Background: an optimization exercise with open tools, aiming at small area and a short achievable clock period. Do not read the settings as production practice.
In this exercise RTL edits were held to simulation tests only and were not proved equivalent to the original.
Power is estimated from default activity; no workload was simulated.

## flow/design.v (module list and top-level ports; edited modules follow where they fit)
// module fa: 10 lines
// module sel16: 9 lines
// module sel1: 9 lines
// module og1: 7 lines
// module ha: 9 lines
// module sel1s: 10 lines
// module FIR: 7224 lines
module FIR (
	input  wire        rst_n,
	input  wire        CLK,
	input  wire [15:0] sample_in,
	input  wire        En_FIR,
	output wire [31:0] sample_out
);
  // ...
==> flow/flow/run.sh <==
#!/bin/bash
# Own flow: the standard layout (standard.sh, unchanged synthesis), with
# timing repair aimed below the achieved period instead of the 24 ns clock,
# port buffers of a plain buffer cell, and a clock tree with larger sink
# clusters.  Each tool's output goes to its own log in this folder.
set -euo pipefail
export SETUP_SLACK_MARGIN=14.05
export BUFFER_PORTS_ARGS="-buffer_cell sky130_fd_sc_hd__buf_4"
export CTS_ARGS="-sink_clustering_enable -repair_clock_nets -buf_list sky130_fd_sc_hd__clkbuf_8 -sink_clustering_size 12 -sink_clustering_max_diameter 50 -dont_use_dummy_load"
bash standard.sh synth      > synth.log 2>&1
bash standard.sh floorplan  > floorplan.log 2>&1
bash standard.sh place      > place.log 2>&1
bash standard.sh cts        > cts.log 2>&1
bash standard.sh route      > route.log 2>&1
bash standard.sh finish     > finish.log 2>&1
==> flow/standard.sh <==
#!/bin/bash
# synth_recipe.tcl (not shown) runs the flow's synth.tcl, then flattens the netlist and writes it again
# the make line also repeats each setting of config.mk as NAME=value (left out here)
make -C /OpenROAD-flow-scripts/flow DESIGN_CONFIG=/design/flow/config.mk WORK_HOME=/design/flow/orfs CLKGATE_MAP_FILE= SYNTH_SCRIPT=/design/flow/synth_recipe.tcl "${@:-finish}"
==> flow/config.mk <==
export PLATFORM = sky130hd
export DESIGN_NAME = FIR
export DESIGN_NICKNAME = FIR
export VERILOG_FILES = /design/flow/design.v
export SDC_FILE = /design/flow/constraint.sdc
export NUM_CORES = 8
export LEC_CHECK = 0
export CAP_MARGIN = 20
export CORE_MARGIN = 2
export CORE_UTILIZATION = 70
export PLACE_DENSITY = 0.8
export SLEW_MARGIN = 20
export SYNTH_HIERARCHICAL = 1
==> flow/constraint.sdc <==
create_clock -name core_clock -period 24.0 [get_ports {CLK}]
set_input_delay 4.8000 -clock core_clock [delete_from_list [all_inputs] [get_ports {CLK}]]
set_output_delay 4.8000 -clock core_clock [all_outputs]
set_load 0.01 [all_outputs]
==> summary.md, run 1 <==
| Metric | Value |
|---|---|
| Outcome | no timing/DRC/antenna violations |
| Post-Synth Simple-Gate Area | 0.0108 |
| Commonest cells post-synth | fa_1, dfxtp_1, a22o_1 |
| Total track usage | 0.520 |
| Crit. path cell count | 3 |
| Comb power frac | 0.466 |
| Post-CTS setup buffer count | 10 |
| Cells after DPL | 6368 |
| Routed wl met3 | about 30 mm |
| Combinational gate power | 2.60 mW |
| Crit path max-delay family | buffers and inverters |
| Die H | 329 um |
| CP cell instances | buf_16 > and2_4 > buf_6 |
| Switching share of power | 0.375 |
| Slew Limit Headroom | 0.284 |
| XOR/XNOR Fraction of Synth Area | 0.00213 |
| Well tap count | 1391 |
| Hold Path Cell Cnt | 1 |
| Reg2reg end | qa[18] |
| Post-synthesis adder-cell area fraction | 0.522 |
| Clock Skews | 0.144 ns |
| Final non-filler cell total | about 6.5k |
| Most common cell after layout, fill and taps aside | fa_1 |
| Core area | around 110000 um^2 |
| Hold path startpoint | x16[5] |
| Compound-gate portion of the synthesized area | 0.141 |
| Power Total | 5.57 mW |
| Max power group | combinational cells |
| RePlAce Congestion | 1.12 |
| Biggest regs | qa: 32 flops, qb: 32 flops |
| Hold EP | x17[5] |
| Critical R2R Launch | x49[0] |
| Met2 wire len | ~120 mm |
==> inputs of run 2 (changes only) <==
--- a/flow/flow/run.sh
+++ b/flow/flow/run.sh
@@ -6,3 +6,3 @@
 set -euo pipefail
-export SETUP_SLACK_MARGIN=14.05
+export SETUP_SLACK_MARGIN=14.0
 export BUFFER_PORTS_ARGS="-buffer_cell sky130_fd_sc_hd__buf_4"
--- a/flow/config.mk
+++ b/flow/config.mk
@@ -9,4 +9,4 @@
 export CORE_MARGIN = 2
-export CORE_UTILIZATION = 70
-export PLACE_DENSITY = 0.8
+export CORE_UTILIZATION = 55
+export PLACE_DENSITY = 0.7
 export SLEW_MARGIN = 20
==> run 2 against run 1 <==
Synthesized area stayed put. Final area up 0.50%. First-iteration DRC count down 25%. Utilization down 16 points. Maximum frequency shrank 0.16%. Still clean on timing, DRC and antenna. Sequential share of layout area decreased by 0.14 points. Largest cell class unchanged. Wire length decreased by 4.1%. Final cell count rose by 5.5%. Critical path depth unchanged. Register-to-register slack improved by 0.09 ns. Critical path type unchanged. Via count shrank 7.6%. Clock power about the same.
==> summary.md, run 2 <==
| Metric | Value |
|---|---|
| Final min period | 10.01 ns |
| Worst VDD drop | around 160 uV |
| Top cells by area, synth | fa_1, dfxtp_1, a22o_1, ha_1, inv_1 |
| Critical R2R Launch | x24[6] |
| Count leader, synth | fa_1 |
| Global route overflow | 0 |
| Initial core utilization | 0.554 |
| Outcome | no timing/DRC/antenna violations |
| Biggest regs | qa: 32 flops, qb: 32 flops |
| Ys async rst share | 0.000892 |
| CTS clk-pin slew, worst paths | 0.08 ns |
| Reg2reg end | qa[25] |
| Layout cells sized above 1 | 0.101 |
| Share of the synthesized area in the top cell type | 0.486 |
| Global-route wire length before repair | 364 mm |
| Worst Path Max Fanout | 6 |
| Worst R2R Setup Slack | 14.12 ns |
| Die area | 138000 um^2 |
| Total track usage | 0.391 (-0.129) |
| Synth cell types | 58 |
| Via count | ~44k |
| Hold Path Cell Cnt | 1 (unchanged) |
| Startpoint class of the critical path | input port |
| Area occupied by multi-input gates | 50900 um^2 |
| RSZ-0062 raised after global routing | true |
| Longest Clk Path Bufs | 3 |
| Initial antenna violation count | 5 |
| Final non-filler cell total | 6910 (+5.5%) |
| DP Wirelength | 225 mm |
| Slew @ Worst Pin | 1.16 ns |
| Clock Tree Root | clkbuf_8 |
| Depth of the CTS H-tree | 3 |
| Initial DRC count | 4385 |
| Hold EP | x63[3] |
| Fillers | 10.4k |
| Slew Limit Headroom | 0.225 (-0.0591) |
| Max Clk Rate | 0.0999 GHz |
| Core area | 134000 um^2 (+27%) |
| Worst Setup End Kind | output port |
| Clk sinks | between 1k and 1.5k |
| Rows | 134 |
| Most frequent cells in the layout | fa_1, dfxtp_1, a22o_1 |
| Leak Pwr | 35.3 nW |
| Number of flops mapped to enable cells by yosys | 0 |
| Avg WL per Cell | 37.9 um |
| Setup TNS | 0 ns |
| Routed Antenna Nets | 0 |
| Vias in the first global route | 47.4k |
| Post-synth top flop | dfxtp_1 |
| Post-synthesis instance total | 4896 |
| Ports | 51 |
| Most common cell after layout, fill and taps aside | fa_1 |
| Area grow syn2layout | 7.77% |
| Cells after DPL | 6738 (+5.8%) |
| CP Class | in -> out |
| Post-Syn Area | ~74000 um^2 |
| Final Setup Violations | 0 |
| Worst Hold Class | reg -> reg |
| CTS tree | yes |
| Hold Vio Cnt, Final | 0 |
| Yosys top cell by area | fa_1 |
| CP required | 19.20 ns |
| Hold path startpoint | x62[3] |
| IO buf count | 50 |
| WP data arrival | 5.21 ns |
| Max-Cap Viols | 0 |
| Drt drc | 0 |
| Die H | 371 um (+13%) |
| Synthesized flop and latch total | approximately 1.1k |
| Ys Warns | 7 |
| Power Total | 5.36 mW (-3.7%) |
| Commonest cells post-synth | fa_1, dfxtp_1, a22o_1 |
| TritonCTS Buffers | about 120 |
| Nets | 7170 |
| DRT Pass-1 Iters | 5 |
| RePlAce Congestion | 1.09 (-3.0%) |
| Die width | 371 um |
| Syn avg cell area | 15.1 um^2 |
| Fin crit share | 0.417 |
| Largest net degree at the start of global routing | 246 |
| Clock Skews | 0.117 ns (-0.0278 ns) |
| Reg2reg path depth | 23 |
| Total Wirelength | 262 mm |
| Power Dens Cells | 67.2 nW/um^2 |
| Sequential-to-total area share from yosys stat | 0.303 |
| Vias/cell | 6.44 |
| Worst Hold Margin | 0.451 ns |
| Number of hold buffers added after cts | 0 |
| Final core area utilization | 0.597 |
| Pins Over Slew Limit | 0 |
| Clk Latency, worst-skew pair | 0.90 ns |
| FF+latch area | 22500 um^2 |
[run 2: cell counts after synthesis]
Identical to the previous run, type by type.
[run 2: stage by stage]
| stage | cell area (um^2) | worst slack [ns] |
|---|---|---|
| final | 79800 | 13.99 |
| after CTS | 79000 | 13.97 |
| after global placement | 76900 | 13.71 |
| after global routing | 79800 | 13.99 |
| after floorplan | 74100 | 6.51 |
| after detailed placement | 76900 | 13.62 |
[run 2: how the worst max path moves through the flow]
stage           start             end  cells after the start
6_report       En_FIR  sample_out[29]                      3
5_1_grt        En_FIR  sample_out[29]                      3
4_1_cts        x24[6]          qa[25]                     23
3_5_place_dp   En_FIR          x3[11]                      8
3_3_place_gp   En_FIR          x12[9]                      8
2_1_floorplan  En_FIR          qa[18]                      2
[run 2: area by class of cell]
class | count | share of cell area
multi-input cells | 3416 | 0.638
flip-flops and latches | 1121 | 0.281
well taps | 1768 | 0.0277
clock buffers | 115 | 0.0198
inverters | 355 | 0.0167
repair buffers | 128 | 0.0162
diodes | 7 | 0.000220
[run 2: cells by family (layout without fill, tap and decap cells)]
kind of cell / count (synthesis) / count (layout) / synth area share
muxes: 6 / 6 / 0.000811
and+or+nand+nor: 155 / 155 / 0.0108
xor gates and xnor gates: 18 / 18 / 0.00213
adders and majority gates: 2014 / 2014 / 0.522
buffers and inverters: 369 / 598 / 0.0193
AOI/OAI and AO/OA: 1211 / 1211 / 0.141
DFF: 1121 / 1121 / 0.303
other: 2 / 19 / 0.000101
[run 2: report_power, final]
group / switching (mW) / internal, mW / total [mW]
Sequential: 0.0259 / 1.90 / 1.93
Clock: 0.631 / 0.421 / 1.05
Combinational: 1.28 / 1.10 / 2.38
[run 2: routing by layer]
layer	global-route usage	routed length, um	share of wire
met3	0.0886	19900	0.076
met1	0.464	92200	0.35
met5	0	25	0.000095
met2	0.616	123000	0.47
met4	0.314	26800	0.10
[run 2: critical path, stage by stage]
cell,delay (ns)
clkbuf_16,0.14
and2_4,0.15
buf_6,0.11
[run 2: what timing repair did]
| action | in CTS | in global routing |
|---|---|---|
| gates cloned | 4 | 1 |
| endpoints found under the setup margin | 37 | 34 |
| pin swaps | 11 | 69 |
| buffers inserted | 3 | 42 |
| gates resized for setup | 140 | 165 |
[run 2: Yosys stat by module, one instance, submodules excluded]
module / cell area (um^2) / cells
FIR: 26100 / 1790
ha: 12.5 / 1
sel1s: 10.0 / 1
og1: 6.26 / 1
sel1: 8.76 / 1
fa: 20.0 / 1
==> inputs of run 3 (changes only) <==
--- a/flow/flow/run.sh
+++ b/flow/flow/run.sh
@@ -6,3 +6,3 @@
 set -euo pipefail
-export SETUP_SLACK_MARGIN=14.0
+export SETUP_SLACK_MARGIN=14.05
 export BUFFER_PORTS_ARGS="-buffer_cell sky130_fd_sc_hd__buf_4"
==> run 3 against run 2 <==
Synthesized area unchanged. Worst hold slack got worse by 0.0032 ns. Maximum frequency is 0.13% higher. Largest power group unchanged. Non-clock buffer count is 7 lower. Global-route usage hardly changed. Final cell count fell by 0.14%. Die area did not move. Combinational power hardly changed. Wire length fell by 0.14%. Clock power barely moved. Worst setup slack improved by 0.013 ns. Still clean on timing, DRC and antenna. Sequential power barely moved.
==> summary.md, run 3 <==
| Metric | Value |
|---|---|
| Crit path max-delay family | buffers and inverters |
| DRT Pass-1 Iters | 7 (+2) |
| Depth of the CTS H-tree | 3 (unchanged) |
| Vias in the first global route | 47.5k (+0.089%) |
| Worst stage delay on the critical path | 0.16 ns (about the same) |
| FF+latch area | 22500 um^2 (about the same) |
| Yosys top cell by area | fa_1 |
| Number of flops mapped to enable cells by yosys | 0 (unchanged) |
| Slew Limit Headroom | 0.224 (about the same) |
| WP data arrival | 5.20 ns (about the same) |
| Most common cell after layout, fill and taps aside | fa_1 |
| Power Total | 5.37 mW (about the same) |
| Core area | 134000 um^2 (unchanged) |
| Bufs and invs on worst path | 2 (unchanged) |
| Area grow syn2layout | 7.75% (about the same) |
| Sequential-to-total area share from yosys stat | 0.303 (unchanged) |
| Clock power frac | 0.197 (about the same) |
| Most frequent cells in the layout | fa_1, dfxtp_1, a22o_1 |
| Die H | 371 um (unchanged) |
| Longest Clk Path Bufs | 3 (unchanged) |
| RSZ-0062 raised after global routing | true |
| Largest family of logic cells by synthesized area | adder cells |
| Internal | 3.42 mW (about the same) |
| Comb power frac | 0.444 (about the same) |
| Power Dens Cells | 67.3 nW/um^2 (+0.11%) |
| Share of the synthesized area in the top cell type | 0.486 (unchanged) |
| Multiplexer area fraction after synthesis | 0.000811 (unchanged) |
| Slowest CP cell | and2_4 |
| Number of hold buffers added after cts | 0 (unchanged) |
| Post-synthesis adder-cell area fraction | 0.522 (unchanged) |
| Routed Antenna Nets | 0 (unchanged) |
| IO buf count | 50 (unchanged) |
| Ys Warns | 7 (unchanged) |
| Compound-gate portion of the synthesized area | 0.141 (unchanged) |
| Hold Vio Cnt, Final | 0 (unchanged) |
| Reg power frac | 0.359 (about the same) |
| XOR/XNOR Fraction of Synth Area | 0.00213 (unchanged) |
| Clock Skews | 0.124 ns (+0.00760 ns) |
| Total track usage | 0.392 (about the same) |
| CTS clk-pin slew, worst paths | 0.08 ns (about the same) |
| Synth cell types | 58 (unchanged) |
| Drt drc | 0 (unchanged) |
| Rows | 134 (unchanged) |
| Initial DRC count | 4474 (+2.0%) |
| Nets | 7163 (-0.098%) |
| Post-synth top flop | dfxtp_1 |
| CP Class | in -> out |
| Outcome | no timing/DRC/antenna violations |
| Area occupied by multi-input gates | 50900 um^2 (about the same) |
| Via count | 44.4k (-0.14%) |
| Sw Pwr | 1.94 mW (+0.12%) |
| Count leader, synth | fa_1 |
| Die width | 371 um (unchanged) |
| Synthesized flop and latch total | 1121 (unchanged) |
| Layout cells sized above 1 | 0.102 (+0.00150) |
| Clock Tree Root | clkbuf_8 |
| CP required | 19.20 ns (about the same) |
| Post-Synth Simple-Gate Area | 0.0108 (unchanged) |
| CP cell instances | buf_16 > and2_4 > buf_6 |
| Max Clk Rate | 0.100 GHz (+0.13%) |
| Global route overflow | 0 (unchanged) |
| Biggest regs | qa: 32 flops, qb: 32 flops |
| Final min period | 10.0 ns (-0.0132 ns) |
| Clk sinks | 1121 (unchanged) |
| Clk Latency, worst-skew pair | 0.91 ns (about the same) |
| Initial core utilization | 0.554 (unchanged) |
| Leak Pwr | 35.2 nW (-0.14%) |
| Max-Cap Viols | 0 (unchanged) |
| Top cells by area, synth | fa_1, dfxtp_1, a22o_1, ha_1, inv_1 |
| Switching share of power | 0.362 (about the same) |
| Post-Syn Area | 74000 um^2 (unchanged) |
| Commonest cells post-synth | fa_1, dfxtp_1, a22o_1 |
| Initial antenna violation count | 7 (+2) |
| Avg WL per Cell | 37.9 um (about the same) |
| Vias/cell | 6.44 (about the same) |
| TritonCTS Buffers | 115 (unchanged) |
| Worst VDD drop | 156 uV (about the same) |
| DP Wirelength | 225 mm (unchanged) |
| Ys async rst share | 0.000892 (unchanged) |
| Fillers | 10.4k (-0.13%) |
| Worst Hold Margin | 0.448 ns (-0.00321 ns) |
| Worst Setup End Kind | output port |
| Die area | 138000 um^2 (unchanged) |
| RePlAce Congestion | 1.09 (unchanged) |
| Pins Over Slew Limit | 0 (unchanged) |
| Syn avg cell area | 15.1 um^2 (unchanged) |
| Startpoint class of the critical path | input port |
| Setup TNS | 0 ns (unchanged) |
| Largest net degree at the start of global routing | 246 (unchanged) |
| Fin crit share | 0.417 (-0.000550) |
| CTS tree | yes |
| Final Setup Violations | 0 (unchanged) |
| Total Wirelength | 262 mm (-0.14%) |
| Post-synthesis instance total | 4896 (unchanged) |
| Slew @ Worst Pin | 1.16 ns (+0.000252 ns) |
| Worst Path Max Fanout | 7 (+1) |
| Global-route wire length before repair | 364 mm (unchanged) |
| Worst Hold Class | reg -> reg |
| Ports | 51 (unchanged) |
==> run 3: changes by cell type in the layout (fill, tap and decap cells not counted), sizes merged <==
| cell | delta |
|---|---|
| buf | -6 |
| diode | -3 |
| clkbuf | -1 |
==> run 3: stage by stage <==
step	cells	setup WS [ns]	instance area (um^2)	utilization
final	6900	14.00	79800	0.597
after detailed placement	6738	13.62	76900	0.575
after CTS	6866	14.02	79200	0.592
after global placement	6738	13.71	76900	0.575
after floorplan	4906	6.51	74100	-
after global routing	6898	14.00	79800	0.597
==> run 3: timing repair <==
| item | in CTS | in global routing |
|---|---|---|
| endpoints found under the hold margin | 0 | 0 |
| resized for setup | 177 | 144 |
| cloned | 6 | 0 |
| setup endpoints to repair | 37 | 37 |
| pin swaps | 29 | 62 |
| buffers inserted | 7 | 30 |
==> run 3: path summary, 6_finish.rpt <==
kind | to | start | slack, ns | cells past startpoint
max | sample_out[28] | En_FIR | 14.00 | 3
min | x63[3] | x62[3] | 0.45 | 1
max reg2reg | qa[23] | x24[6] | 14.13 | 21
min reg2reg | x63[3] | x62[3] | 0.45 | 1
max in group asynchronous | flag | rst_n | 20.16 | 1
min in group asynchronous | flag | rst_n | 3.76 | 1
==> run 3: Yosys stat by module, one instance, submodules excluded <==
| module | flops+latches | copies in the design |
|---|---|---|
| og1 | 0 | 32 |
| sel1 | 0 | 1105 |
| fa | 0 | 1794 |
| ha | 0 | 160 |
| sel1s | 0 | 15 |
| FIR | 1121 | 1 |
==> run 3: metal layers <==
metal / global-route usage / vias to the layer above / part of all wire
li1: - / 17600 / -
met1: 0.470 / 24000 / 0.35
met2: 0.613 / 2056 / 0.47
met3: 0.0827 / 781 / 0.074
met4: 0.321 / 8 / 0.11
met5: 0 / - / 0.00023
==> run 3: cells by family after synthesis <==
logic type | count (synthesis)
adder cells (fa/ha/maj) | 2014
other | 2
AO/OA/AOI/OAI | 1211
AND/OR/NAND/NOR | 155
multiplexers | 6
buffers and inverters | 369
XOR/XNOR | 18
flip-flops | 1121
==> run 3: area by class of cell <==
| cell class | count | area share |
|---|---|---|
| multi-input combinational | 3416 | 0.638 |
| sequential | 1121 | 0.281 |
| tap | 1768 | 0.0277 |
| clock buffer | 115 | 0.0198 |
| inverter | 355 | 0.0167 |
| timing repair buffer | 121 | 0.0157 |
| antenna | 4 | 0.000125 |
==> run 3: power groups by stage <==
stage / Combinational, mW / Sequential [mW] / Clock [mW]
final: 2.38 / 1.93 / 1.06
after detailed placement: 2.39 / 1.97 / 0
after global routing: 2.79 / 1.93 / 1.14
after CTS: 2.45 / 1.93 / 1.07
after global placement: 2.37 / 1.97 / 0
after floorplan: 1.82 / 1.96 / 0
==> inputs of run 4 (changes only) <==
--- a/flow/flow/run.sh
+++ b/flow/flow/run.sh
@@ -8,3 +8,3 @@
 export BUFFER_PORTS_ARGS="-buffer_cell sky130_fd_sc_hd__buf_4"
-export CTS_ARGS="-sink_clustering_enable -repair_clock_nets -buf_list sky130_fd_sc_hd__clkbuf_8 -sink_clustering_size 12 -sink_clustering_max_diameter 50 -dont_use_dummy_load"
+export CTS_ARGS="-sink_clustering_enable -repair_clock_nets -buf_list sky130_fd_sc_hd__clkbuf_8 -sink_clustering_size 16 -sink_clustering_max_diameter 40 -dont_use_dummy_load"
 bash standard.sh synth      > synth.log 2>&1
==> run 4 against run 3 <==
Flip-flop and latch count stayed put. Still clean on timing, DRC and antenna. Sequential share of layout area is 0.22 points lower. Maximum frequency hardly changed. Global-route usage is 0.14 points higher. Non-clock buffer count is 6 higher. Final cell count is 0.58% higher. Register-to-register slack better by 0.03 ns. Combinational power hardly changed.
==> summary.md, run 4 <==
| Metric | Value |
|---|---|
| Final min period | 10.0 ns (-0.00150 ns) |
| Worst Hold Class | reg -> reg |
| Setup TNS | 0 ns (unchanged) |
| Area grow syn2layout | 8.62% |
| Hold path startpoint | x62[3] |
| Top cells by area, synth | fa_1, dfxtp_1, a22o_1, ha_1, inv_1 |
| Leak Pwr | 35.4 nW (+0.62%) |
| Number of flops mapped to enable cells by yosys | 0 (unchanged) |
| Power Dens Cells | 68.6 nW/um^2 (+2.1%) |
| Share of the synthesized area in the top cell type | 0.486 (unchanged) |
| Most used routing layer | met2 |
| Worst Hold Margin | 0.416 ns (-0.0322 ns) |
| Avg WL per Cell | 37.8 um (-0.25%) |
| Post-Syn Area | 74000 um^2 (unchanged) |
| Max Clk Rate | 0.100 GHz (about the same) |
| Outcome | no timing/DRC/antenna violations |
| Startpoint class of the critical path | input port |
| Final setup margin | 14.00 ns (+0.00150 ns) |
| Synth cell types | 58 (unchanged) |
| IO buf count | 50 (unchanged) |
| Routed Antenna Nets | 0 (unchanged) |
| Dpl ws | 13.62 ns (unchanged) |
| Vias in the first global route | 47.9k (+0.92%) |
| Depth of the CTS H-tree | 4 (+1) |
| M1 GR Usage | 0.474 (+0.00395) |
| Initial antenna violation count | 5 (-2) |
| Rows | 134 (unchanged) |
| WP data arrival | 5.20 ns (about the same) |
| CP Class | in -> out |
| Ys async rst share | 0.000892 (unchanged) |
| Final non-filler cell total | 6940 (+0.58%) |
| Yosys top cell by area | fa_1 |
| Die H | 371 um (unchanged) |
| Largest net degree at the start of global routing | 246 (unchanged) |
| Hold EP | x63[3] |
| Fin crit share | 0.417 (about the same) |
| Slew Limit Headroom | 0.237 (+0.0127) |
| Slowest CP cell | and2_4 |
| Bufs and invs on worst path | 2 (unchanged) |
| Syn avg cell area | 15.1 um^2 (unchanged) |
| Crit path max-delay family | buffers and inverters |
| Worst VDD drop | 156 uV (about the same) |
| Die width | 371 um (unchanged) |
| Most frequent cells in the layout | fa_1, dfxtp_1, a22o_1 |
| Total Wirelength | 263 mm (+0.33%) |
| Core area | 134000 um^2 (unchanged) |
| Fillers | 10.3k (-0.67%) |
| Internal | 3.55 mW (+3.7%) |
| Biggest regs | qa: 32 flops, qb: 32 flops |
| FF+latch area | 22500 um^2 (about the same) |
| Critical R2R Launch | x20[6] |
| Number of hold buffers added after cts | 0 (unchanged) |
| Layout cells sized above 1 | 0.114 (+0.0122) |
| Design Area, Final | 80400 um^2 (+0.81%) |
| Clk Latency, worst-skew pair | 0.95 ns (+0.04 ns) |
| RSZ-0062 raised after global routing | true |
| Final core area utilization | 0.602 (+0.00483) |
| Global-route wire length before repair | 365 mm (+0.41%) |
| Ys Warns | 7 (unchanged) |
| DRT Pass-1 Iters | 5 (-2) |
| Count leader, synth | fa_1 |
| Sw Pwr | 1.97 mW (+1.4%) |
| Die area | 138000 um^2 (unchanged) |
| DP Wirelength | 225 mm (unchanged) |
| Clock Tree Root | clkbuf_8 |
| Ports | 51 (unchanged) |
| CTS clk-pin slew, worst paths | 0.07 ns (about the same) |
| Max-Cap Viols | 0 (unchanged) |
| Via count | 44.9k (+1.1%) |
| Post-synthesis instance total | 4896 (unchanged) |
| TritonCTS Buffers | 148 (+29%) |
| Post-synth top flop | dfxtp_1 |
| Vias/cell | 6.47 (+0.49%) |
| Hold Path Cell Cnt | 1 (unchanged) |
| Switching share of power | 0.357 (-0.00504) |
| Drt drc | 0 (unchanged) |
| Worst Setup End Kind | output port |
| Clock power frac | 0.218 (+0.021) |
| Nets | 7202 (+0.54%) |
| CTS tree | yes |
| Commonest cells post-synth | fa_1, dfxtp_1, a22o_1 |
| Crit. path cell count | 3 (unchanged) |
| Clock Skews | 0.160 ns (+0.0354 ns) |
| Area occupied by multi-input gates | 51100 um^2 (+0.23%) |
| M3 GR Usage | 0.0778 (-0.00487) |
| CP required | 19.20 ns (about the same) |
| Longest Clk Path Bufs | 3 (unchanged) |
| Initial core utilization | 0.554 (unchanged) |
| Worst stage delay on the critical path | 0.16 ns (about the same) |
| Dpl cell area | 76900 um^2 (unchanged) |
| Pins Over Slew Limit | 0 (unchanged) |
| Reg power frac | 0.349 (-0.010) |
| Reg2reg end | qa[20] |
| Slew @ Worst Pin | 1.14 ns (-0.0191 ns) |
| Worst R2R Setup Slack | 14.16 ns (+0.03 ns) |
| Comb power frac | 0.433 (-0.011) |
| Sequential-to-total area share from yosys stat | 0.303 (unchanged) |
| Global route overflow | 0 (unchanged) |
| Reg2reg path depth | 22 (+4.8%) |
| Final Setup Violations | 0 (unchanged) |
| RePlAce Congestion | 1.09 (unchanged) |
| Worst Path Max Fanout | 7 (unchanged) |
| CP cell instances | buf_16 > and2_4 > buf_6 |
| Hold Vio Cnt, Final | 0 (unchanged) |
| Total track usage | 0.393 (+0.00145) |
| Clk sinks | 1121 (unchanged) |
| Power Total | 5.52 mW (+2.9%) |
| Cells after DPL | 6738 (unchanged) |
| Initial DRC count | 4646 (+3.8%) |
| Most common cell after layout, fill and taps aside | fa_1 |
| Synthesized flop and latch total | 1121 (unchanged) |
| Met2 Resource Use GR | 0.615 (+0.00222) |
run 4: cell counts after synthesis:
No cell type changed its count.
run 4: cells by family after synthesis:
kind of cell,synth area share
fa+ha+maj,0.522
compound gates,0.141
flops,0.303
buf+inv,0.0193
simple gates,0.0108
xor+xnor,0.00213
mux,0.000811
other cells,0.000101
run 4: how the worst max path moves through the flow:
stage                     startpoint             end
final                         En_FIR  sample_out[28]
after global routing          x28[6]          qa[20]
after CTS                     En_FIR  sample_out[30]
after detailed placement      En_FIR          x3[11]
after global placement        En_FIR          x12[9]
after floorplan               En_FIR          qa[18]
run 4: power by group through the flow:
stage	Sequential, mW	Clock (mW)	Combinational (mW)
finish	1.93	1.20	2.39
global route	1.93	1.30	2.80
CTS	1.93	1.22	2.45
detailed placement	1.97	0	2.39
global placement	1.97	0	2.37
floorplan	1.96	0	1.82
run 4: per-module statistics from Yosys, one instance, submodules excluded:
module / cells / times used / flip-flops and latches / area (um^2)
ha: 1 / 160 / 0 / 12.5
og1: 1 / 32 / 0 / 6.26
fa: 1 / 1794 / 0 / 20.0
sel1s: 1 / 15 / 0 / 10.0
sel1: 1 / 1105 / 0 / 8.76
FIR: 1790 / 1 / 1121 / 26100
run 4: layer usage:
| layer | up-vias | routed length (um) | part of all wire |
|---|---|---|---|
| li1 | 17700 | - | - |
| met5 | - | 39 | 0.00015 |
| met1 | 24300 | 93100 | 0.35 |
| met2 | 2125 | 123000 | 0.47 |
| met3 | 796 | 18600 | 0.071 |
| met4 | 6 | 27600 | 0.11 |
run 4: layout make-up:
cell class | instances | share of cell area
diodes | 5 | 0.000156
flip-flops and latches | 1121 | 0.279
repair buffers | 127 | 0.0165
inverters | 355 | 0.0166
well taps | 1768 | 0.0275
multi-input cells | 3416 | 0.635
clock buffers | 148 | 0.0253
run 4: repair_timing:
action,4_1_cts,5_1_grt
pin swaps,37,74
endpoints found under the setup margin,39,38
gates resized for setup,213,141
gates cloned,5,1
setup buffers,13,30
==> inputs of run 5 (changes only) <==
--- a/flow/flow/run.sh
+++ b/flow/flow/run.sh
@@ -8,3 +8,3 @@
 export BUFFER_PORTS_ARGS="-buffer_cell sky130_fd_sc_hd__buf_4"
-export CTS_ARGS="-sink_clustering_enable -repair_clock_nets -buf_list sky130_fd_sc_hd__clkbuf_8 -sink_clustering_size 16 -sink_clustering_max_diameter 40 -dont_use_dummy_load"
+export CTS_ARGS="-sink_clustering_enable -repair_clock_nets -buf_list sky130_fd_sc_hd__clkbuf_8 -sink_clustering_size 18 -sink_clustering_max_diameter 60 -dont_use_dummy_load"
 bash standard.sh synth      > synth.log 2>&1
==> run 5 against run 4 <==
Final cell count decreased by 1.0%. Via count down 0.72%. Critical endpoint is now sample_out[15]. Sequential share of layout area grew 0.37 points. Critical path depth unchanged. Clock-buffer cell count shrank 65. Still clean on timing, DRC and antenna. Clock power decreased by 24%. Highest routed layer unchanged. First-iteration DRC count down 1.8%. Largest power group unchanged.
==> summary.md, run 5 <==
| Metric | Value |
|---|---|
| Reg2reg end | qa[20] |
| Largest net degree at the start of global routing | 246 (unchanged) |
| Via count | 44.6k (-0.72%) |
| Top cells by area, synth | fa_1, dfxtp_1, a22o_1, ha_1, inv_1 |
| Dpl ws | 13.62 ns (unchanged) |
| IO buf count | 50 (unchanged) |
| Global-route wire length before repair | 363 mm (-0.75%) |
| Commonest cells post-synth | fa_1, dfxtp_1, a22o_1 |
| Clock Tree Root | clkbuf_8 |
| Number of flops mapped to enable cells by yosys | 0 (unchanged) |
| Hold EP | x63[3] |
| Worst R2R Setup Slack | 14.15 ns (about the same) |
| Core area | 134000 um^2 (unchanged) |
| Initial core utilization | 0.554 (unchanged) |
| Initial DRC count | 4562 (-1.8%) |
| Die width | 371 um (unchanged) |
| Final setup margin | 14.00 ns (-0.00260 ns) |
| Syn avg cell area | 15.1 um^2 (unchanged) |
| Worst Path Max Fanout | 7 (unchanged) |
| WP data arrival | 5.20 ns (about the same) |
| CTS clk-pin slew, worst paths | 0.11 ns (+0.04 ns) |
| Final Setup Violations | 0 (unchanged) |
| Drt drc | 0 (unchanged) |
| Worst Hold Margin | 0.437 ns (+0.0213 ns) |
| Yosys top cell by area | fa_1 |
| Worst stage delay on the critical path | 0.16 ns (about the same) |
| TritonCTS Buffers | 83 (-44%) |
| Hold Path Cell Cnt | 1 (unchanged) |
| Worst VDD drop | 156 uV (about the same) |
| Leak Pwr | 35.0 nW (-1.3%) |
| Synth cell types | 58 (unchanged) |
| Ys async rst share | 0.000892 (unchanged) |
| Startpoint class of the critical path | input port |
| Avg WL per Cell | 38.0 um (+0.53%) |
| RePlAce Congestion | 1.09 (unchanged) |
| Setup TNS | 0 ns (unchanged) |
| Post-Syn Area | 74000 um^2 (unchanged) |
| Biggest regs | qa: 32 flops, qb: 32 flops |
| DP Wirelength | 225 mm (unchanged) |
| Critical R2R Launch | x27[0] |
| CTS tree | yes |
| Die area | 138000 um^2 (unchanged) |
| Post-synth top flop | dfxtp_1 |
| Clk Latency, worst-skew pair | 0.86 ns (-0.09 ns) |
| Depth of the CTS H-tree | 3 (-1) |
| Slowest CP cell | and2_4 |
| Fin crit share | 0.417 (about the same) |
| Area grow syn2layout | 7.25% |
| Nets | 7133 (-0.96%) |
| Slew @ Worst Pin | 1.15 ns (+0.00334 ns) |
| Count leader, synth | fa_1 |
| CP required | 19.20 ns (about the same) |
| Vias in the first global route | 47.1k (-1.6%) |
| Hold path startpoint | x62[3] |
| Pins Over Slew Limit | 0 (unchanged) |
| Worst Hold Class | reg -> reg |
| Outcome | no timing/DRC/antenna violations |
| Slew Limit Headroom | 0.235 (-0.00223) |
| CP Class | in -> out |
| Most frequent cells in the layout | fa_1, a22o_1, dfxtp_1 |
| Vias/cell | 6.49 (+0.32%) |
| Longest Clk Path Bufs | 3 (unchanged) |
| DRT Pass-1 Iters | 7 (+2) |
| Global route overflow | 0 (unchanged) |
| Worst Setup End Kind | output port |
| Most common cell after layout, fill and taps aside | fa_1 |
| Number of hold buffers added after cts | 0 (unchanged) |
| Sequential-to-total area share from yosys stat | 0.303 (unchanged) |
| Die H | 371 um (unchanged) |
| Total track usage | 0.390 (-0.00307) |
| Post-synthesis instance total | 4896 (unchanged) |
| Layout cells sized above 1 | 0.101 (-0.0134) |
| Final min period | 10.00 ns (+0.00260 ns) |
| Power Dens Cells | 65.8 nW/um^2 (-4.2%) |
| Ports | 51 (unchanged) |
| Max-Cap Viols | 0 (unchanged) |
| Max Clk Rate | 0.100 GHz (about the same) |
| RSZ-0062 raised after global routing | true |
| Total Wirelength | 261 mm (-0.51%) |
| Hold Vio Cnt, Final | 0 (unchanged) |
| CP cell instances | buf_16 > and2_4 > buf_6 |
| Clk sinks | 1121 (unchanged) |
| Ys Warns | 7 (unchanged) |
| Routed Antenna Nets | 0 (unchanged) |
| Rows | 134 (unchanged) |
| Share of the synthesized area in the top cell type | 0.486 (unchanged) |
| Synthesized flop and latch total | 1121 (unchanged) |
| Initial antenna violation count | 5 (unchanged) |
| Reg2reg path depth | 20 (-9.1%) |
| Clock Skews | 0.154 ns (-0.00542 ns) |
[run 5: cell count changes in the layout (fill, tap and decap cells not counted), moves of 2 or more]
cell,delta
fa_1,+11
fa_2,-11
buf_12,-3
clkbuf_8,-65
diode_2,-3
ha_4,-2
dfxtp_2,+6
ha_1,+2
dfxtp_1,-6
[run 5: power breakdown]
| part | internal, mW | switching [mW] | leakage [nW] |
|---|---|---|---|
| Clock | 0.310 | 0.597 | 0.597 |
| Combinational | 1.11 | 1.28 | 25.3 |
| Sequential | 1.90 | 0.0259 | 9.06 |
| Total | 3.32 | 1.91 | 35.0 |
[run 5: per-stage QoR]
step,cell area [um^2],std cells,total power [mW],util
2_1_floorplan,74100,4906,3.78,-
3_3_place_gp,76900,6738,4.34,0.575
3_5_place_dp,76900,6738,4.36,0.575
4_1_cts,78700,6835,5.30,0.589
5_1_grt,79400,6868,5.71,0.594
6_report,79400,6868,5.22,0.594
[run 5: Yosys stat by module, one instance, submodules excluded]
module / flops+latches / cells inside / cell area, um^2 / times used
fa: 0 / 1 / 20.0 / 1794
ha: 0 / 1 / 12.5 / 160
sel1: 0 / 1 / 8.76 / 1105
sel1s: 0 / 1 / 10.0 / 15
og1: 0 / 1 / 6.26 / 32
FIR: 1121 / 1790 / 26100 / 1
[run 5: per-layer routing]
metal | global-route usage | wire [um]
met5 | 0 | 29
met4 | 0.322 | 28300
met3 | 0.0810 | 18700
met2 | 0.610 | 122000
met1 | 0.469 | 92400
[run 5: worst max-delay path by stage]
stage                           endpoint   start  slack (ns)  cells after the start
after floorplan                   qa[18]  En_FIR        6.51                      2
after global placement            x12[9]  En_FIR       13.71                      8
after detailed placement          x3[11]  En_FIR       13.62                      8
after CTS                 sample_out[30]  En_FIR       14.02                      3
after global routing      sample_out[28]  En_FIR       14.00                      3
final                     sample_out[15]  En_FIR       14.00                      3
[run 5: cell type report]
type | count | area, um^2
multi-input cells | 3416 | 51000
inverters | 355 | 1330
fillers | 10400 | 54200
clock buffers | 83 | 1140
diodes | 2 | 5.00
flip-flops and latches | 1121 | 22500
repair buffers | 123 | 1260
well taps | 1768 | 2210
[run 5: logic make-up after synthesis]
group / Yosys count / synth area share
fa+ha+maj: 2014 / 0.522
compound gates: 1211 / 0.141
flops: 1121 / 0.303
buf+inv: 369 / 0.0193
simple gates: 155 / 0.0108
xor+xnor: 18 / 0.00213
mux: 6 / 0.000811
other cells: 2 / 0.000101
[run 5: repair_timing]
item                                    CTS  global route
pin swaps                                27            57
buffers inserted                          8            31
endpoints found under the setup margin   38            38
cloned                                    6             0
resized for setup                       185           161
[run 5: critical path, delay by kind of cell]
kind / cells / cell delay (ns)
simple gates: 1 / 0.16
buf+inv: 2 / 0.24
==> inputs of run 6 (changes only) <==
--- a/flow/flow/run.sh
+++ b/flow/flow/run.sh
@@ -8,3 +8,3 @@
 export BUFFER_PORTS_ARGS="-buffer_cell sky130_fd_sc_hd__buf_4"
-export CTS_ARGS="-sink_clustering_enable -repair_clock_nets -buf_list sky130_fd_sc_hd__clkbuf_8 -sink_clustering_size 18 -sink_clustering_max_diameter 60 -dont_use_dummy_load"
+export CTS_ARGS="-sink_clustering_enable -repair_clock_nets -buf_list sky130_fd_sc_hd__clkbuf_4 -sink_clustering_size 10 -sink_clustering_max_diameter 50 -dont_use_dummy_load"
 bash standard.sh synth      > synth.log 2>&1
==> run 6 against run 5 <==
Final area down 0.29%. Wire length up 0.24%. Still clean. Clock power down 3.1%. Via count is 0.30% higher. Critical path depth stayed put. Maximum frequency barely moved. Worst setup slack better by 0.0032 ns. Flip-flop and latch count is the same. Critical path type unchanged. Total power decreased by 0.63%.
==> summary.md, run 6 <==
| Metric | Value |
|---|---|
| Startpoint class of the critical path | input port |
| Reg2reg end | qa[20] |
| Sw Pwr | 1.92 mW (+0.85%) |
| Core area | 134000 um^2 (unchanged) |
| Count leader, synth | fa_1 |
| Power Total | 5.19 mW (-0.63%) |
| Max Clk Rate | 0.100 GHz (about the same) |
| RePlAce Congestion | 1.09 (unchanged) |
| Outcome | no timing/DRC/antenna violations |
| Post-synthesis instance total | 4896 (unchanged) |
| Clk sinks | 1121 (unchanged) |
| Dpl cell area | 76900 um^2 (unchanged) |
| Final min period | 10.0 ns (-0.00320 ns) |
| Worst VDD drop | 157 uV (+0.72%) |
| Ports | 51 (unchanged) |
| Nets | 7182 (+0.69%) |
| Layout cells sized above 1 | 0.103 (+0.00176) |
| Internal | 3.27 mW (-1.5%) |
| TritonCTS Buffers | 138 (+66%) |
| DP Wirelength | 225 mm (unchanged) |
| Launch point of the worst path | En_FIR |
| Worst Hold Margin | 0.411 ns (-0.0264 ns) |
| Ys async rst share | 0.000892 (unchanged) |
| WP data arrival | 5.20 ns (about the same) |
| Reg2reg path depth | 22 (+10%) |
| Most common cell after layout, fill and taps aside | fa_1 |
| Switching share of power | 0.370 (+0.00542) |
| Post-Syn Area | 74000 um^2 (unchanged) |
| Total track usage | 0.392 (+0.00190) |
| Initial antenna violation count | 8 (+3) |
| Crit path max-delay family | buffers and inverters |
| Synthesized flop and latch total | 1121 (unchanged) |
| RSZ-0062 raised after global routing | true |
| Biggest regs | qa: 32 flops, qb: 32 flops |
| Area grow syn2layout | 6.94% |
| Largest net degree at the start of global routing | 246 (unchanged) |
| Most frequent cells in the layout | fa_1, dfxtp_1, a22o_1 |
| Longest Clk Path Bufs | 3 (unchanged) |
| Vias/cell | 6.45 (-0.54%) |
| Ys Warns | 7 (unchanged) |
| Slew Limit Headroom | 0.256 (+0.0210) |
| Number of hold buffers added after cts | 0 (unchanged) |
| DRT Pass-1 Iters | 7 (unchanged) |
| Worst Hold Class | reg -> reg |
| Die area | 138000 um^2 (unchanged) |
| CP Class | in -> out |
| Hold Vio Cnt, Final | 0 (unchanged) |
| Commonest cells post-synth | fa_1, dfxtp_1, a22o_1 |
| CP cell instances | buf_16 > and2_4 > buf_6 |
| Final core area utilization | 0.593 (-0.00173) |
| IO buf count | 50 (unchanged) |
| Rows | 134 (unchanged) |
| Synth cell types | 58 (unchanged) |
| Clock Tree Root | clkbuf_4 |
| Global route overflow | 0 (unchanged) |
| Critical R2R Launch | x36[6] |
| Number of flops mapped to enable cells by yosys | 0 (unchanged) |
| Max-Cap Viols | 0 (unchanged) |
| Yosys top cell by area | fa_1 |
| Post-synth top flop | dfxtp_1 |
| CTS tree | yes |
| Worst R2R Setup Slack | 14.15 ns (about the same) |
| Final Setup Violations | 0 (unchanged) |
| Depth of the CTS H-tree | 4 (+1) |
| Clock power frac | 0.169 (-0.005) |
| Bufs and invs on worst path | 2 (unchanged) |
| Via count | 44.7k (+0.30%) |
| Initial core utilization | 0.554 (unchanged) |
| Design Area, Final | 79200 um^2 (-0.29%) |
| Fillers | 10.5k (+0.33%) |
| Total Wirelength | 262 mm (+0.24%) |
| Slew @ Worst Pin | 1.12 ns (-0.0315 ns) |
| Leak Pwr | 35.0 nW (about the same) |
| Comb power frac | 0.460 (+0.002) |
| Initial DRC count | 4387 (-3.8%) |
| Die width | 371 um (unchanged) |
| Drt drc | 0 (unchanged) |
| Hold path startpoint | x62[14] |
| Vias in the first global route | 47.7k (+1.2%) |
| Syn avg cell area | 15.1 um^2 (unchanged) |
| Sequential-to-total area share from yosys stat | 0.303 (unchanged) |
| Worst Path Max Fanout | 7 (unchanged) |
| Power Dens Cells | 65.5 nW/um^2 (-0.34%) |
| Worst stage delay on the critical path | 0.16 ns (about the same) |
| Crit path capture | sample_out[28] |
| Avg WL per Cell | 37.8 um (-0.60%) |
| Reg power frac | 0.371 (+0.002) |
| CTS clk-pin slew, worst paths | 0.11 ns (about the same) |
| Slowest CP cell | and2_4 |
| Worst Setup End Kind | output port |
| Global-route wire length before repair | 364 mm (+0.41%) |
| Clock Skews | 0.121 ns (-0.0336 ns) |
| Routed Antenna Nets | 0 (unchanged) |
| Die H | 371 um (unchanged) |
| Clk Latency, worst-skew pair | 1.17 ns (+0.31 ns) |
| CP required | 19.20 ns (about the same) |
| Top cells by area, synth | fa_1, dfxtp_1, a22o_1, ha_1, inv_1 |
| Pins Over Slew Limit | 0 (unchanged) |
| Share of the synthesized area in the top cell type | 0.486 (unchanged) |
| Fin crit share | 0.417 (about the same) |
| Setup TNS | 0 ns (unchanged) |
| Crit. path cell count | 3 (unchanged) |
[run 6: cell counts after synthesis]
Identical to the previous run, type by type.
[run 6: power by group through the flow]
stage | sequential, mW | combinational [mW] | clock, mW
finish | 1.93 | 2.38 | 0.878
global route | 1.93 | 2.79 | 0.973
global placement | 1.97 | 2.37 | 0
detailed placement | 1.97 | 2.39 | 0
CTS | 1.93 | 2.45 | 0.902
floorplan | 1.96 | 1.82 | 0
[run 6: stage by stage]
step / cells / setup slack, ns
CTS: 6886 / 14.02
global route: 6924 / 13.98
detailed placement: 6738 / 13.62
floorplan: 4906 / 6.51
global placement: 6738 / 13.71
finish: 6926 / 14.00
[run 6: cell type report]
type | count | area, um^2 | area share
inverters | 355 | 1330 | 0.0168
diodes | 11 | 27.5 | 0.000348
multi-input cells | 3416 | 50900 | 0.643
well taps | 1768 | 2210 | 0.0279
clock buffers | 138 | 1040 | 0.0131
flip-flops and latches | 1121 | 22500 | 0.284
repair buffers | 117 | 1200 | 0.0152
[run 6: worst min path at each step]
stage	endpoint	cells after the start
2_1_floorplan	qb[19]	1
5_1_grt	x63[3]	1
4_1_cts	x63[3]	1
3_5_place_dp	x12[7]	1
6_report	x63[14]	1
3_3_place_gp	x42[15]	1
[run 6: metal layers]
metal / up-vias / part of all wire / wire length [um] / GRT usage
met2: 2032 / 0.47 / 123000 / 0.611
met3: 804 / 0.073 / 19100 / 0.0865
met5: - / 0.00021 / 56 / 0
met1: 24200 / 0.35 / 92700 / 0.468
met4: 8 / 0.10 / 27400 / 0.325
li1: 17700 / - / - / -
[run 6: cells by family (layout without fill, tap and decap cells)]
| kind of cell | count (synthesis) | after routing | share of synthesized area |
|---|---|---|---|
| flops | 1121 | 1121 | 0.303 |
| simple gates | 155 | 155 | 0.0108 |
| fa+ha+maj | 2014 | 2014 | 0.522 |
| compound gates | 1211 | 1211 | 0.141 |
| other cells | 2 | 23 | 0.000101 |
| xor+xnor | 18 | 18 | 0.00213 |
| mux | 6 | 6 | 0.000811 |
| buf+inv | 369 | 610 | 0.0193 |
[run 6: per-module statistics from Yosys (local to each module, per instance)]
module | flip-flops and latches | cell area, um^2
FIR | 1121 | 26100
sel1s | 0 | 10.0
og1 | 0 | 6.26
sel1 | 0 | 8.76
fa | 0 | 20.0
ha | 0 | 12.5
[run 6: timing repair]
| item | 4_1_cts | 5_1_grt |
|---|---|---|
| resized for setup | 172 | 135 |
| setup buffers | 5 | 29 |
| pin swaps | 27 | 59 |
| endpoints found under the setup margin | 37 | 39 |
| cloned | 5 | 0 |
==> inputs of run 7 (changes only) <==
--- a/flow/flow/run.sh
+++ b/flow/flow/run.sh
@@ -8,3 +8,3 @@
 export BUFFER_PORTS_ARGS="-buffer_cell sky130_fd_sc_hd__buf_4"
-export CTS_ARGS="-sink_clustering_enable -repair_clock_nets -buf_list sky130_fd_sc_hd__clkbuf_4 -sink_clustering_size 10 -sink_clustering_max_diameter 50 -dont_use_dummy_load"
+export CTS_ARGS="-sink_clustering_enable -repair_clock_nets -buf_list sky130_fd_sc_hd__clkbuf_4 -sink_clustering_size 8 -sink_clustering_max_diameter 50 -dont_use_dummy_load"
 bash standard.sh synth      > synth.log 2>&1
==> run 7 against run 6 <==
Still clean. Global-route usage is 0.12 points higher. Clock-buffer cell count is 27 higher. First-iteration DRC count is 0.23% higher. Clock power is 8.1% higher. Die area stayed put. Sequential power hardly changed. Worst setup slack better by 0.0024 ns. Synthesized area stayed put. Final area is 0.53% higher. Utilization is 0.31 points higher.
==> summary.md, run 7 <==
| Metric | Value |
|---|---|
| Outcome | no timing/DRC/antenna violations |
| Worst VDD drop | 156 uV (-0.58%) |
| Ports | 51 (unchanged) |
| Multiplexer area fraction after synthesis | 0.000811 (unchanged) |
| Via count | 45.0k (+0.69%) |
| Worst Hold Margin | 0.406 ns (-0.00492 ns) |
| Number of flops mapped to enable cells by yosys | 0 (unchanged) |
| Slowest CP cell | and2_4 |
| Longest Clk Path Bufs | 3 (unchanged) |
| Bufs and invs on worst path | 2 (unchanged) |
| Most frequent cells in the layout | fa_1, dfxtp_1, a22o_1 |
| Syn avg cell area | 15.1 um^2 (unchanged) |
| Count leader, synth | fa_1 |
| XOR/XNOR Fraction of Synth Area | 0.00213 (unchanged) |
| Most common cell after layout, fill and taps aside | fa_1 |
| Max Clk Rate | 0.100 GHz (about the same) |
| Final Setup Violations | 0 (unchanged) |
| RSZ-0062 raised after global routing | true |
| DP Wirelength | 225 mm (unchanged) |
| Die area | 138000 um^2 (unchanged) |
| Nets | 7221 (+0.54%) |
| Global-route wire length before repair | 365 mm (+0.38%) |
| Post-synthesis instance total | 4896 (unchanged) |
| Switching share of power | 0.369 (-0.00105) |
| Initial core utilization | 0.554 (unchanged) |
| Worst Hold Class | reg -> reg |
| Final min period | 9.99 ns (-0.00240 ns) |
| Compound-gate portion of the synthesized area | 0.141 (unchanged) |
| Initial antenna violation count | 6 (-2) |
| Slew Limit Headroom | 0.228 (-0.0281) |
| Power Dens Cells | 66.2 nW/um^2 (+1.1%) |
| Setup TNS | 0 ns (unchanged) |
| Post-synth top flop | dfxtp_1 |
| Ys Warns | 7 (unchanged) |
| Critical R2R Launch | x37[0] |
| Post-synthesis adder-cell area fraction | 0.522 (unchanged) |
| WP data arrival | 5.19 ns (about the same) |
| Clock power frac | 0.180 (+0.011) |
| Global route overflow | 0 (unchanged) |
| Drt drc | 0 (unchanged) |
| TritonCTS Buffers | 165 (+20%) |
| Startpoint class of the critical path | input port |
| Vias/cell | 6.46 (+0.14%) |
| Launch point of the worst path | En_FIR |
| CTS clk-pin slew, worst paths | 0.09 ns (-0.02 ns) |
| Number of hold buffers added after cts | 0 (unchanged) |
| Post-Synth Simple-Gate Area | 0.0108 (unchanged) |
| CP Class | in -> out |
| Internal | 3.32 mW (+1.8%) |
| Hold path startpoint | x62[15] |
| Vias in the first global route | 48.0k (+0.61%) |
| Pins Over Slew Limit | 0 (unchanged) |
| Largest family of logic cells by synthesized area | adder cells |
| Total Wirelength | 262 mm (+0.17%) |
| IO buf count | 50 (unchanged) |
| Core area | 134000 um^2 (unchanged) |
| Leak Pwr | 35.1 nW (+0.43%) |
| Max-Cap Viols | 0 (unchanged) |
| Yosys top cell by area | fa_1 |
| Routed Antenna Nets | 0 (unchanged) |
| Clock Tree Root | clkbuf_4 |
| CTS tree | yes |
| Clk sinks | 1121 (unchanged) |
| Rows | 134 (unchanged) |
| Commonest cells post-synth | fa_1, dfxtp_1, a22o_1 |
| Avg WL per Cell | 37.7 um (-0.38%) |
| Synth cell types | 58 (unchanged) |
| Die width | 371 um (unchanged) |
| Largest net degree at the start of global routing | 246 (unchanged) |
| Share of the synthesized area in the top cell type | 0.486 (unchanged) |
| Crit path max-delay family | buffers and inverters |
| Synthesized flop and latch total | 1121 (unchanged) |
| Post-Syn Area | 74000 um^2 (unchanged) |
| DRT Pass-1 Iters | 8 (+1) |
| Area grow syn2layout | 7.51% |
| Worst Path Max Fanout | 7 (unchanged) |
| Top cells by area, synth | fa_1, dfxtp_1, a22o_1, ha_1, inv_1 |
| Die H | 371 um (unchanged) |
| Hold Vio Cnt, Final | 0 (unchanged) |
| Worst Setup End Kind | output port |
| CP cell instances | buf_16 > and2_4 > buf_6 |
| Reg power frac | 0.365 (-0.006) |
| Total track usage | 0.393 (+0.00120) |
| Layout cells sized above 1 | 0.116 (+0.0133) |
| Ys async rst share | 0.000892 (unchanged) |
| Fin crit share | 0.416 (about the same) |
| CP required | 19.20 ns (about the same) |
| Depth of the CTS H-tree | 4 (unchanged) |
| Comb power frac | 0.455 (-0.005) |
| Worst stage delay on the critical path | 0.15 ns (about the same) |
| Sequential-to-total area share from yosys stat | 0.303 (unchanged) |
| Slew @ Worst Pin | 1.16 ns (+0.0421 ns) |
| Initial DRC count | 4397 (+0.23%) |
| Sw Pwr | 1.95 mW (+1.3%) |
| Clock Skews | 0.125 ns (+0.00482 ns) |
| Clk Latency, worst-skew pair | 1.22 ns (+0.05 ns) |
| RePlAce Congestion | 1.09 (unchanged) |
| Biggest regs | qa: 32 flops, qb: 32 flops |
run 7: cell counts after synthesis:
No cell type changed its count.
run 7: repair_timing:
action                                  in CTS  in global routing
endpoints found under the setup margin      39                 38
resized for setup                          201                144
pin swaps                                   44                 64
setup buffers                                7                 38
cloned                                       6                  0
run 7: worst paths after layout:
path	end	slack, ns	depth (start not counted)
max	sample_out[3]	14.01	3
min	x63[15]	0.41	1
max reg2reg	qb[22]	14.17	21
min reg2reg	x63[15]	0.41	1
max in group asynchronous	flag	20.48	1
min in group asynchronous	flag	3.44	1
run 7: logic make-up (layout without fill, tap and decap cells):
group	count (synthesis)	in the layout
compound gates	1211	1211
xor+xnor	18	18
fa+ha+maj	2014	2014
buf+inv	369	649
flops	1121	1121
mux	6	6
other cells	2	22
simple gates	155	155
run 7: layout make-up:
class | count | area [um^2]
multi-input combinational | 3416 | 51000
antenna | 10 | 25.0
sequential | 1121 | 22500
timing repair buffer | 129 | 1320
fill | 10400 | 54000
tap | 1768 | 2210
clock buffer | 165 | 1240
inverter | 355 | 1330
run 7: per-stage QoR:
step                      utilization  total power [mW]  area [um^2]  setup WS [ns]  cells
after detailed placement        0.575              4.36        76900          13.62   6738
after global routing            0.596              5.78        79600          13.97   6963
after floorplan                     -              3.78        74100           6.51   4906
after global placement          0.575              4.34        76900          13.71   6738
final                           0.596              5.27        79600          14.01   6964
after CTS                       0.590              5.36        78900          14.00   6916
run 7: per-layer routing:
layer	share of wire	GRT usage	vias to the layer above
li1	-	-	17800
met1	0.35	0.471	24300
met2	0.47	0.614	2099
met3	0.073	0.0836	815
met4	0.11	0.325	4
met5	0.000095	0	-
run 7: modules after synthesis (local to each module, per instance):
module,copies in the design,cell area (um^2)
FIR,1,26100
fa,1794,20.0
ha,160,12.5
og1,32,6.26
sel1,1105,8.76
sel1s,15,10.0
run 7: power groups by stage:
stage | clock network (mW) | registers [mW] | logic [mW]
after floorplan | 0 | 1.96 | 1.82
after global placement | 0 | 1.97 | 2.37
after detailed placement | 0 | 1.97 | 2.39
after CTS | 0.975 | 1.93 | 2.46
after global routing | 1.05 | 1.93 | 2.80
final | 0.949 | 1.93 | 2.40
==> inputs of run 8 (changes only) <==
--- a/flow/flow/run.sh
+++ b/flow/flow/run.sh
@@ -8,3 +8,3 @@
 export BUFFER_PORTS_ARGS="-buffer_cell sky130_fd_sc_hd__buf_4"
-export CTS_ARGS="-sink_clustering_enable -repair_clock_nets -buf_list sky130_fd_sc_hd__clkbuf_4 -sink_clustering_size 8 -sink_clustering_max_diameter 50 -dont_use_dummy_load"
+export CTS_ARGS="-sink_clustering_enable -repair_clock_nets -buf_list sky130_fd_sc_hd__clkbuf_4 -sink_clustering_size 10 -sink_clustering_max_diameter 35 -dont_use_dummy_load"
 bash standard.sh synth      > synth.log 2>&1
==> run 8 against run 7 <==
Sequential share of layout area is essentially flat. Largest cell class unchanged. Die area stayed put. Worst hold slack improved by 0.025 ns.
==> summary.md, run 8 <==
| Metric | Value |
|---|---|
| Worst VDD drop | 156 uV (+0.33%) |
| Max Clk Rate | 0.100 GHz (about the same) |
| Most common cell after layout, fill and taps aside | fa_1 |
| Post-Syn Area | 74000 um^2 (unchanged) |
| Switching share of power | 0.368 (-0.00143) |
| Slew @ Worst Pin | 1.23 ns (+0.0720 ns) |
| Rows | 134 (unchanged) |
| Worst Path Max Fanout | 7 (unchanged) |
| Depth of the CTS H-tree | 4 (unchanged) |
| RePlAce Congestion | 1.09 (unchanged) |
| Sequential-to-total area share from yosys stat | 0.303 (unchanged) |
| Avg WL per Cell | 37.7 um (about the same) |
| Via count | 45.0k (-0.12%) |
| Worst Hold Class | reg -> reg |
| Fillers | 10.5k (+0.32%) |
| Drt drc | 0 (unchanged) |
| Ys Warns | 7 (unchanged) |
| Yosys top cell by area | fa_1 |
| Count leader, synth | fa_1 |
| Slew Limit Headroom | 0.180 (-0.0480) |
| Clk Latency, worst-skew pair | 1.26 ns (+0.04 ns) |
| Comb power frac | 0.452 (-0.003) |
| Internal | 3.35 mW (+0.83%) |
| DP Wirelength | 225 mm (unchanged) |
| Reg power frac | 0.363 (-0.002) |
| RSZ-0062 raised after global routing | true |
| Fin crit share | 0.416 (about the same) |
| Top cells by area, synth | fa_1, dfxtp_1, a22o_1, ha_1, inv_1 |
| Vias/cell | 6.45 (-0.21%) |
| Nets | 7227 (+0.083%) |
| Power Total | 5.30 mW (+0.60%) |
| Initial DRC count | 4452 (+1.3%) |
| Routed Antenna Nets | 0 (unchanged) |
| Final Setup Violations | 0 (unchanged) |
| Setup TNS | 0 ns (unchanged) |
| Cells after DPL | 6738 (unchanged) |
| Die width | 371 um (unchanged) |
| Startpoint class of the critical path | input port |
| Longest Clk Path Bufs | 3 (unchanged) |
| Synth cell types | 58 (unchanged) |
| Synthesized flop and latch total | 1121 (unchanged) |
| Pins Over Slew Limit | 0 (unchanged) |
| Layout cells sized above 1 | 0.112 (-0.00456) |
| Initial antenna violation count | 5 (-1) |
| Post-synth top flop | dfxtp_1 |
| Final setup margin | 14.01 ns (+0.00120 ns) |
| Number of flops mapped to enable cells by yosys | 0 (unchanged) |
| CP Class | in -> out |
| Clock Skews | 0.146 ns (+0.0209 ns) |
| Area grow syn2layout | 7.45% (about the same) |
| Worst Setup End Kind | output port |
| Total track usage | 0.393 (about the same) |
| IO buf count | 50 (unchanged) |
| Die area | 138000 um^2 (unchanged) |
| Global-route wire length before repair | 365 mm (-0.11%) |
| Vias in the first global route | 48.0k (-0.012%) |
| Sw Pwr | 1.95 mW (+0.21%) |
| Outcome | no timing/DRC/antenna violations |
| Dpl ws | 13.62 ns (unchanged) |
| Syn avg cell area | 15.1 um^2 (unchanged) |
| Post-synthesis instance total | 4896 (unchanged) |
| Biggest regs | qa: 32 flops, qb: 32 flops |
| Clock Tree Root | clkbuf_4 |
| Initial core utilization | 0.554 (unchanged) |
| Largest net degree at the start of global routing | 246 (unchanged) |
| CTS clk-pin slew, worst paths | 0.10 ns (about the same) |
| Final non-filler cell total | 6970 (+0.086%) |
| Core area | 134000 um^2 (unchanged) |
| Commonest cells post-synth | fa_1, dfxtp_1, a22o_1 |
| Ports | 51 (unchanged) |
| Clk sinks | 1121 (unchanged) |
| Hold Vio Cnt, Final | 0 (unchanged) |
| CTS tree | yes |
| Leak Pwr | 35.2 nW (+0.20%) |
| Power Dens Cells | 66.7 nW/um^2 (+0.65%) |
| Final min period | 9.99 ns (-0.00120 ns) |
| Max-Cap Viols | 0 (unchanged) |
| CP required | 19.20 ns (about the same) |
| Ys async rst share | 0.000892 (unchanged) |
| Global route overflow | 0 (unchanged) |
| WP data arrival | 5.19 ns (about the same) |
| Die H | 371 um (unchanged) |
| Most frequent cells in the layout | fa_1, dfxtp_1, a22o_1 |
| Total Wirelength | 262 mm (about the same) |
| TritonCTS Buffers | 180 (+9.1%) |
| Clock power frac | 0.185 (+0.005) |
| DRT Pass-1 Iters | 7 (-1) |
| Share of the synthesized area in the top cell type | 0.486 (unchanged) |
==> run 8: cell types whose count changed in the layout (fill, tap and decap cells not counted), sizes merged <==
cell,previous run,this run
buf,128,119
clkbuf,165,180
==> run 8: layout make-up <==
type	count	area [um^2]	share of cell area
antenna	10	25.0	0.000314
inverter	355	1330	0.0167
timing repair buffer	120	1210	0.0152
clock buffer	180	1350	0.0170
tap	1768	2210	0.0278
multi-input combinational	3416	51000	0.641
sequential	1121	22500	0.282
==> run 8: worst paths after layout <==
kind / from / to / slack, ns / cells after the start
min: x62[3] / x63[3] / 0.43 / 1
max reg2reg: x27[0] / qa[18] / 14.14 / 20
max in group asynchronous: rst_n / flag / 20.52 / 1
max: En_FIR / sample_out[12] / 14.01 / 3
min in group asynchronous: rst_n / flag / 3.41 / 1
min reg2reg: x62[3] / x63[3] / 0.43 / 1
==> run 8: metrics by stage <==
stage           util  instance area, um^2  hold WS [ns]
2_1_floorplan      -                74100         0.439
3_3_place_gp   0.575                76900         0.452
3_5_place_dp   0.575                76900         0.455
4_1_cts        0.591                78900         0.391
5_1_grt        0.595                79600         0.421
6_report       0.595                79600         0.431
==> run 8: kinds of logic (layout without fill, tap and decap cells) <==
kind of cell             count (synthesis)  in the layout  share of synthesized area
flip-flops                            1121           1121                      0.303
XOR/XNOR                                18             18                    0.00213
buffers and inverters                  369            655                     0.0193
AND/OR/NAND/NOR                        155            155                     0.0108
multiplexers                             6              6                   0.000811
AO/OA/AOI/OAI                         1211           1211                      0.141
adder cells (fa/ha/maj)               2014           2014                      0.522
other                                    2             22                   0.000101
==> run 8: worst max-delay path: stages <==
cell and delay [ns]:
buf_16 0.12, and2_4 0.15, buf_6 0.11
==> run 8: what timing repair did <==
action,CTS,global route
endpoints found under the setup margin,40,40
gates cloned,5,0
gates resized for setup,184,131
hold buffers,0,0
setup buffers,6,31
pin swaps,28,62
==> run 8: routing by layer <==
metal | GRT usage | wire length [um]
met1 | 0.470 | 92800
met2 | 0.611 | 123000
met3 | 0.0853 | 19200
met4 | 0.331 | 27500
met5 | 0 | 59
==> run 8: per-module statistics from Yosys, one instance, submodules excluded <==
module | cell area (um^2) | flip-flops and latches
FIR | 26100 | 1121
fa | 20.0 | 0
ha | 12.5 | 0
sel1s | 10.0 | 0
sel1 | 8.76 | 0
og1 | 6.26 | 0
==> run 8: power by group through the flow <==
stage	clock network (mW)	registers, mW	logic (mW)
after detailed placement	0	1.97	2.39
after global placement	0	1.97	2.37
after floorplan	0	1.96	1.82
final	0.979	1.93	2.40
after global routing	1.08	1.93	2.80
after CTS	1.00	1.93	2.45

[separate check: timing with driven ports]
How much do the figures lean on ideal ports? The routed layouts below were timed once more, with nothing changed but the port constraints.
Step 1 assumes that a clkbuf_16 drives the clock port and a buf_2 every other input.
Step 2 times the ports against the registers' clock, not the clock port: input delays grow and output delays shrink by t, the midpoint of the rising clock arrivals with the driver on.
a / b / c = no drivers / after step 1 / after step 2; a / b = the first two.
| run | t (ns) | setup slack, ns | hold slack, ns | worst setup path after step 2 | pins driven straight from the clock port |
|---|---|---|---|---|---|
| run 1 | 0.869 | 14.004 / 13.605 / 13.605 | 0.447 / 0.447 / 0.447 | input to output | 1 |
| run 2 | 0.927 | 13.988 / 13.633 / 13.619 | 0.451 / 0.451 / 0.451 | input to register | 1 |
| run 3 | 0.934 | 14.001 / 13.607 / 13.401 | 0.448 / 0.448 / 0.448 | input to register | 1 |
| run 4 | 0.957 | 14.003 / 13.598 / 13.257 | 0.416 / 0.416 / 0.416 | input to register | 1 |
| run 5 | 0.863 | 14.000 / 13.604 / 13.326 | 0.437 / 0.437 / 0.437 | input to register | 1 |
| run 6 | 1.192 | 14.003 / 13.665 / 13.511 | 0.411 / 0.411 / 0.411 | input to register | 1 |
| run 7 | 1.242 | 14.006 / 13.606 / 13.271 | 0.406 / 0.406 / 0.406 | input to register | 1 |
| run 8 | 1.250 | 14.007 / 13.670 / 13.316 | 0.431 / 0.431 / 0.431 | input to register | 1 |
After both steps every run listed still meets setup and hold. For run 4, which loses most, drivers alone change the setup slack by -0.405 ns; drivers and shift together by -0.746 ns.
